From an optimization exercise on the open Yosys and OpenROAD flow, aimed at small area, a short achievable clock period and few clock cycles; shortcuts taken in it are not production practice. Function was checked by simulation only, so behaviour that the tests miss may differ from the original. Power is estimated from default activity; no workload was simulated.

== run 1 ==
// processor
module processor
	#(parameter WIDTH = 32)
	(
		input CLK,
		input RST,
		output [WIDTH-1:0] IF_pc,
		input  [WIDTH-1:0] IF_instr,
		output [WIDTH-1:0] MEM_mem_in,
		output [WIDTH-1:0] MEM_alu_out,
		output  [2:0] 		 MEM_MemLen,
		output 				 MEM_MemRead,
		output 						 MEM_MemWrite,
		input  [WIDTH-1:0] MEM_mem_out
	);
Size in the first run: ~4,700 cells after synthesis, about 1,200 flip-flops, roughly 170 I/O pins, about 0.058 sq mm of cells after synthesis.
export LEC_CHECK = 0
export CAP_MARGIN = 20
export CORE_MARGIN = 2
export CORE_UTILIZATION = 55
export PLACE_DENSITY = 0.65
export SETUP_SLACK_MARGIN = 5
export SLEW_MARGIN = 20
export TNS_END_PERCENT = 5
create_clock -name core_clock -period 11.0 [get_ports {CLK}]
standard.sh (not shown) runs the stock make flow with config.mk's settings and CLKGATE_MAP_FILE= SYNTH_SCRIPT=/design/flow/synth_recipe.tcl, a recipe that flattens the netlist after the stock synthesis.
==> flow/flow/run.sh <==
#!/bin/bash
set -euo pipefail
bash standard.sh SETUP_SLACK_MARGIN=7 \
	"BUFFER_PORTS_ARGS=-buffer_cell sky130_fd_sc_hd__buf_4" \
	finish > flow.log 2>&1
In summary, run 1 completed successfully, with a layout that passed the timing, design-rule and antenna checks.
Testbench counts of run 1, summed over its fixed seeds: cycles 32,266.
> inputs changed (run 1 -> run 2)
Settings: an added CTS_CLUSTER_DIAMETER of 100; an added CTS_CLUSTER_SIZE of 25.
==> flow/flow/run.sh <==
#!/bin/bash
set -euo pipefail
bash standard.sh SETUP_SLACK_MARGIN=6 \
	"BUFFER_PORTS_ARGS=-buffer_cell sky130_fd_sc_hd__buf_2" \
	finish > flow.log 2>&1
Notes after the runs:
Run 1 has a higher all-layer global routing usage than run 2. Run 2 and run 1 ended up with nearly the same number of placed instances with taps included. Compared with run 1, run 2 ends up with less cell area.
Modified inputs, run 3 compared to run 2
==> flow/run.sh (new file) <==
#!/bin/bash
# synth_recipe.tcl (not shown) runs the flow's synth.tcl, then flattens the netlist and writes it again
# the make line also repeats each setting of config.mk as NAME=value (left out here)
make -C /OpenROAD-flow-scripts/flow DESIGN_CONFIG=/design/flow/config.mk WORK_HOME=/design/flow/orfs CLKGATE_MAP_FILE= SYNTH_SCRIPT=/design/flow/synth_recipe.tcl finish
removed: flow/flow/run.sh
removed: flow/standard.sh
==> summary.txt <==
In run 3 relative to run 2, internal portion of total power had gone up slightly.
Comparing run 2 with run 3, the wire length of the first global-routing pass came out essentially unchanged.
From run 2 to run 3, share of the synthesized area in compound gates (AO/OA/AOI/OAI) did not move at all.
Status: via count parity (run 3, run 2)
Run 2 → run 3: power attributed to the clock group has remained practically unchanged, minimum period implied by the final worst setup slack has increased, final area has remained practically unchanged, portion of total power attributed to combinational logic has decreased.

* * *

main:
processor, a different RTL version from the one above (not shown whole).
For scale: roughly 1300 flip-flops, ~61000 um^2 of cells after synthesis.
==> flow/config.mk <==
export PLATFORM = sky130hd
export DESIGN_NAME = processor
export DESIGN_NICKNAME = processor
export VERILOG_FILES = /design/flow/design.v
export SDC_FILE = /design/flow/constraint.sdc
export NUM_CORES = 4
export LEC_CHECK = 0
export CAP_MARGIN = 20
export CORE_MARGIN = 2
export CORE_UTILIZATION = 62
export CTS_CLUSTER_DIAMETER = 100
export CTS_CLUSTER_SIZE = 25
export PLACE_DENSITY = 0.72
export SETUP_SLACK_MARGIN = 5
export SLEW_MARGIN = 20
export TNS_END_PERCENT = 5
==> flow/constraint.sdc <==
create_clock -name core_clock -period 11.0 [get_ports {CLK}]
set_input_delay 2.2000 -clock core_clock [delete_from_list [all_inputs] [get_ports {CLK}]]
set_output_delay 2.2000 -clock core_clock [all_outputs]
set_load 0.01 [all_outputs]
==> flow/flow/run.sh <==
#!/bin/bash
set -euo pipefail
bash standard.sh SETUP_SLACK_MARGIN=7 \
	"BUFFER_PORTS_ARGS=-buffer_cell sky130_fd_sc_hd__buf_4" \
	finish > flow.log 2>&1
Looking at the reports, main completed the entire flow and the layout it produced met the timing, design-rule and antenna checks.
Testbench counts of main, summed over its fixed seeds: cycles 32,761.
> inputs changed (main -> the feature branch)
# main
export LEC_CHECK = 0
export CAP_MARGIN = 20
export CORE_MARGIN = 2
export CORE_UTILIZATION = 62
export CTS_CLUSTER_DIAMETER = 100
export CTS_CLUSTER_SIZE = 25
export PLACE_DENSITY = 0.72
export SETUP_SLACK_MARGIN = 5
export SLEW_MARGIN = 20
export TNS_END_PERCENT = 5
create_clock -name core_clock -period 11.0 [get_ports {CLK}]
# the feature branch
export LEC_CHECK = 0
export CAP_MARGIN = 20
export CORE_MARGIN = 2
export CORE_UTILIZATION = 55
export CTS_CLUSTER_DIAMETER = 100
export CTS_CLUSTER_SIZE = 20
export PLACE_DENSITY = 0.65
export SETUP_SLACK_MARGIN = 5
export SLEW_MARGIN = 20
export TNS_END_PERCENT = 5
create_clock -name core_clock -period 11.0 [get_ports {CLK}]
==> comparison <==
End point of the critical path: xb[23] -> the feature branch, xb[26] -> main. The feature branch: slew at the pin closest to its max-slew limit 130 ps below main. On the feature branch: core utilization is 7.5 points lower than what main gave. Cell-internal power went up by a few percent going from main to the feature branch. Diff main -> the feature branch | clock group total power | up by more than 10%.

-- port drivers added, routing unchanged --
Ports are ideal in the flow. The routed layouts listed here were re-timed in OpenROAD.
Step 1: set_driving_cell puts a clkbuf_16 on CLK and a buf_2 on each other input, an assumption about the parent block.
Step 2 also shifts input and output timing later by t, the mid clock arrival at the registers, as if the neighbouring blocks saw the same clock.
Slacks: no drivers / after step 1 / after step 2; pairs: no drivers / after step 1.
run | shift t [ns] | setup WS [ns] | latest minus earliest clock arrival (ns) | worst data-port slew with drivers (ns) | pins driven straight from the clock port
run 1 | 0.798 | 5.363 / 5.291 / 5.222 | 0.036 / 0.036 | 0.13 | 1
run 2 | 0.795 | 5.294 / 5.222 / 4.736 | 0.064 / 0.064 | 0.12 | 1
run 3 | 0.809 | 4.784 / 4.742 / 4.021 | 0.053 / 0.054 | 0.11 | 1
main | 0.822 | 6.008 / 6.051 / 5.229 | 0.100 / 0.101 | 0.09 | 1
the feature branch | 0.772 | 5.854 / 5.901 / 5.129 | 0.053 / 0.054 | 0.11 | 1
After both steps setup and hold are still met in every run listed. The setup slack of main, which loses most, moves by +0.043 ns with the drivers and by -0.779 ns with both steps.
